This is an optimization exercise on Yosys and OpenROAD, whose aim is small area, a short achievable clock period and few clock cycles, not a production implementation.
Only simulation tests tie the RTL to the original design; equivalence was not proved.
Power and IR drop assume default switching activity.

==> flow/design.v <==
module reuleaux(input logic clk, input logic rst_n, input logic [2:0] colour,
                input logic [7:0] centre_x, input logic [6:0] centre_y, input logic [7:0] diameter,
                input logic start, output logic done,
                output logic [7:0] vga_x, output logic [6:0] vga_y,
                output logic [2:0] vga_colour, output logic vga_plot);
     function automatic logic [9:0] rca(input logic [9:0] a, input logic [9:0] b, input logic ci);
          logic c;
          c = ci;
          for (int i = 0; i < 10; i++) begin
               rca[i] = a[i] ^ b[i] ^ c;
               c = (a[i] & b[i]) | (a[i] & c) | (b[i] & c);
          end
     endfunction
     localparam logic [159:0] FA = {10'd593, 10'd555, 10'd518, 10'd476, 10'd439, 10'd396, 10'd359, 10'd317,
                                    10'd280, 10'd238, 10'd200, 10'd158, 10'd121, 10'd79, 10'd42, 10'd0};
     localparam logic [95:0]  FB = {6'd36, 6'd34, 6'd32, 6'd26, 6'd24, 6'd22, 6'd21, 6'd19,
                                    6'd17, 6'd15, 6'd9, 6'd7, 6'd5, 6'd4, 6'd2, 6'd0};
     function automatic logic [9:0] fa(input logic [3:0] h);
          fa = 10'(FA >> (10 * h));
     endfunction
     function automatic logic [5:0] fb(input logic [3:0] l);
          fb = 6'(FB >> (6 * l));
     endfunction
     logic [7:0] di2, cx1;
     logic [8:0] cx2;
     always_ff @(posedge clk) begin
          di2 <= 8'(diameter + 8'd1) >> 1;
          cx1 <= centre_x + di2;
          cx2 <= {1'b0, centre_x} - {1'b0, di2};
     end
     logic [7:0] ox, oy;
     logic [9:0] crit;
     logic       ra;           
     logic [8:0] b1;
     logic [7:0] b2, by;
     logic [6:0] cy1;
     logic       w1;           
     logic [1:0] p;            
     logic [1:0] ph;           
     logic       run;
     logic [7:0] xo;
     logic [6:0] yo;
     logic       plot_r;
     wire [8:0] x0 = {1'b0, cx1} - {1'b0, ox};
     wire [9:0] x3 = {cx2[8], cx2} + {2'b0, ox};
     wire [9:0] x1 = {b1[8], b1} + {2'b0, oy};
     wire [8:0] x2 = {1'b0, b2} - {1'b0, oy};
     wire [8:0] y0 = {2'b0, cy1} - {1'b0, oy};
     wire [8:0] s12 = {1'b1, by} + {1'b0, ox};
     wire [7:0] y12 = ra ? s12[7:0] : ~s12[7:0];
     function automatic logic onx(input logic [8:0] v);
          onx = !v[8] && !(v[7] && (v[6] || v[5]));
     endfunction
     function automatic logic ony(input logic [7:0] v);
          ony = !v[7] && !(v[6] && v[5] && v[4] && v[3]);
     endfunction
     wire oky0 = ony(y0[7:0]), oky12 = ra ? ony(s12[7:0]) : ony(~s12[7:0]);
     wire [3:0] ok = {onx(x3[8:0]) & oky0, onx(x2) & oky12, onx(x1[8:0]) & oky12, onx(x0) & oky0};
     wire [3:0] ge = (p == 2'd0) ? 4'b1111 : (p == 2'd1) ? 4'b1110 :
                     (p == 2'd2) ? 4'b1100 : 4'b1000;
     wire [3:0] v  = ok & ge;
     logic [1:0] sel;
     logic       more;      
     always_comb begin
          sel  = 2'd3;
          more = 1'b0;
          if (v[0]) begin sel = 2'd0; more = v[1] | v[2] | v[3]; end
          else if (v[1]) begin sel = 2'd1; more = v[2] | v[3]; end
          else if (v[2]) begin sel = 2'd2; more = v[3]; end
     end
     logic [7:0] xs;
     logic [6:0] ys;
     always_comb begin
          case (sel)
               2'd0: begin xs = x0[7:0]; ys = y0[6:0]; end
               2'd1: begin xs = x1[7:0]; ys = y12[6:0]; end
               2'd2: begin xs = x2[7:0]; ys = y12[6:0]; end
               default: begin xs = x3[7:0]; ys = y0[6:0]; end
          endcase
     end
     wire       cpos = !crit[9] && (crit != 10'd0);
     wire [7:0] oy1  = oy + 8'd1;
     wire [7:0] oy2  = {oy[7:1] + 7'd1, oy[0]};
     wire [8:0] u    = {1'b0, oy2} - {1'b0, ox};
     wire       last = !u[8] && (u[7:1] != 7'd0 || (cpos && u[0]));
     wire [9:0] cra  = crit + {1'b0, oy1, 1'b1};
     wire [9:0] crb  = crit + {u, 1'b1};
     wire [8:0] y12t = ~s12;
     wire yoffb = (y0[8] && (!y12t[8] || y12t[7:0] >= 8'd120)) ||
                  (!y12t[8] && y12t[7:0] >= 8'd120);
     wire yoffa = y0[8] && ox <= 8'd136;
     wire x0hi = !x0[8] && x0[7] && (x0[6] || x0[5]);
     wire finb = !ra && (x2[8] || x0hi || yoffb) &&
                 (x3[9] || (!x1[9] && (x1[8] || (x1[7] && (x1[6] || x1[5])))) || yoffb);
     wire fina = ra && w1 && (x0hi || yoffa) && (x3[9] || yoffa);
     wire fin = fina || finb;
     wire [9:0] fs  = rca(fa(ox[7:4]), {4'd0, fb(ox[3:0])}, 1'b0);
     wire [8:0] q   = 9'(rca({2'd0, ox}, {4'd0, oy[5:0]}, 1'b0));
     wire [9:0] a6  = rca({1'd0, cy1, 2'b10}, {1'd0, b1}, 1'b0);
     wire [8:0] a3  = 9'(rca({2'd0, cy1, 1'b0}, ~{1'd0, b1}, 1'b1));
     always_ff @(posedge clk) begin
          if (!rst_n || !start) begin
               run <= 1'b0;
               done <= 1'b0;
               plot_r <= 1'b0;
               ph <= 2'd0;
          end else if (run) begin
               plot_r <= |v;
               if ((!more && last) || fin) begin
                    run <= 1'b0;
                    done <= 1'b1;
               end
          end else begin
               plot_r <= 1'b0;
               if (!done) begin
                    ph <= ph + 2'd1;
                    if (ph == 2'd3) run <= 1'b1;
               end
          end
          if (!run) begin
               if (ph == 2'd0) begin
                    ox <= diameter;
                    cy1 <= centre_y;
               end else if (ph == 2'd1) begin
                    oy <= {2'd0, fs[9:4]};
               end else if (ph == 2'd2) begin
                    b1 <= q;
               end else begin
                    b1 <= {1'b0, centre_x};
                    b2 <= centre_x;
                    cy1 <= a6[8:2];
                    w1 <= a6[9] && ox < 8'd222;
                    by <= (ox == 8'd255) ? ~{1'b0, a6[8:2]} : {a3[8] ^ (ox >= 8'd222), a3[7:1]};
                    oy <= 8'd0;
               end
               crit <= 10'd1 - {2'b0, ox};
               ra <= ox != 8'd255;
               p <= 2'd0;
          end else if (more) begin
               p <= sel + 2'd1;
          end else begin
               p <= 2'd0;
               oy <= oy1;
               crit <= cpos ? crb : cra;
               if (cpos) ox <= ox - 8'd1;
               if (ra && oy1 == di2) begin
                    ra <= 1'b0;
                    b1 <= cx2;
                    b2 <= cx1;
                    by <= ~{1'b0, cy1};
               end
          end
          xo <= xs;
          yo <= ys;
     end
     assign vga_x = xo;
     assign vga_y = yo;
     assign vga_plot = plot_r;
     assign vga_colour = colour;
endmodule
Settings: LEC_CHECK=0, ABC_AREA=1, CAP_MARGIN=20, CORE_MARGIN=2, CORE_UTILIZATION=40, SLEW_MARGIN=20; clock period 10.0 ns.
standard.sh (not shown) runs the stock make flow with config.mk's settings and CLKGATE_MAP_FILE= SYNTH_SCRIPT=/design/flow/synth_recipe.tcl, a recipe that flattens the netlist after the stock synthesis.
==> flow/flow/run.sh <==
#!/bin/bash
# The standard layout (standard.sh: ORFS synthesis to finish, unchanged), except that
# the buffer placed on every input and output port is the plain sky130 buf_1 rather than
# the delay buffer (clkdlybuf4s50_1) that buffer_ports picks by default.
set -euo pipefail
export BUFFER_PORTS_ARGS="-buffer_cell sky130_fd_sc_hd__buf_1"
bash standard.sh > standard.log 2>&1
Testbench counts at the start, summed over its fixed seeds: cycles 61,709.
==> next run, changes <==
==> flow/flow/run.sh (replaced) <==
#!/bin/bash
# The standard layout (standard.sh: ORFS from synthesis to finish, unchanged), with the
# timing repair asked to leave 6.5 ns of setup slack (SETUP_SLACK_MARGIN) rather than none,
# and the plain sky130 buf_2 as the buffer on every input and output port instead of the
# delay buffer (clkdlybuf4s50_1) that buffer_ports picks by default.
set -euo pipefail
export SETUP_SLACK_MARGIN=6.5
export BUFFER_PORTS_ARGS="-buffer_cell sky130_fd_sc_hd__buf_2"
bash standard.sh > standard.log 2>&1
Effect: The new run produced a clean layout. Sequential power drops by about 2%. Utilization rises by 4.7 points. Total power rises by about 9%. Via count grows by 6.0%. Clock power increases by about 8%.
==> next run, changes <==
==> flow/run.sh (new file) <==
#!/bin/bash
# synth_recipe.tcl (not shown) runs the flow's synth.tcl, then flattens the netlist and writes it again
# the make line also repeats each setting of config.mk as NAME=value (left out here)
make -C /OpenROAD-flow-scripts/flow DESIGN_CONFIG=/design/flow/config.mk WORK_HOME=/design/flow/orfs CLKGATE_MAP_FILE= SYNTH_SCRIPT=/design/flow/synth_recipe.tcl finish
removed: flow/flow/run.sh
removed: flow/standard.sh
The changed run completed without violations.
Worst hold slack improved by 0.0090 ns.
Worst setup slack got worse by 0.20 ns.
Cell area went down by 7.4%.
Via count went down by 4.1%.
Routed wire length went down by 3.1%.
==> next run, changes <==
Settings changed: CTS_BUF_LIST set to sky130_fd_sc_hd__clkbuf_8.
=>
- The changed run finished with timing, DRC and antenna clean
- routed wire length barely changes
- area after synthesis is unchanged
- cell count is unchanged
- core utilization falls by 0.40 points
- setup slack is worse by 0.041 ns
- global-route usage stays flat
- via count falls by 0.45%
- first-iteration DRC count falls by 1.3%

[what the ideal ports hide]
In the flow no input, the clock included, has a driving cell. The finished layouts below were timed again as built, in two steps.
Step 1: set_driving_cell puts a clkbuf_16 on clk and a buf_2 on each other input, an assumption about the parent block.
Step 2 moves the port delays by t, midway between the first and last clock arrival at a register: inputs arrive t later, outputs are due t later. That takes back most of the time a late clock gives input paths.
a / b / c = no drivers / after step 1 / after step 2; a / b = the first two.
| run | shift t [ns] | setup WS [ns] | hold slack, ns | worst register clock-pin slew, ns |
|---|---|---|---|---|
| the first run | 0.403 | 5.388 / 5.388 / 5.388 | 0.480 / 0.480 / 0.480 | 0.08 / 0.08 |
| the second run | 0.408 | 6.000 / 5.959 / 5.959 | 0.484 / 0.484 / 0.484 | 0.08 / 0.08 |
| the third run | 0.404 | 5.795 / 5.795 / 5.795 | 0.493 / 0.493 / 0.493 | 0.08 / 0.08 |
| the fourth run | 0.440 | 5.754 / 5.754 / 5.754 | 0.499 / 0.499 / 0.499 | 0.12 / 0.12 |
After both steps every run listed still meets setup and hold. The setup slack of the second run, which loses most, moves by -0.041 ns with the drivers and by -0.041 ns with both steps.
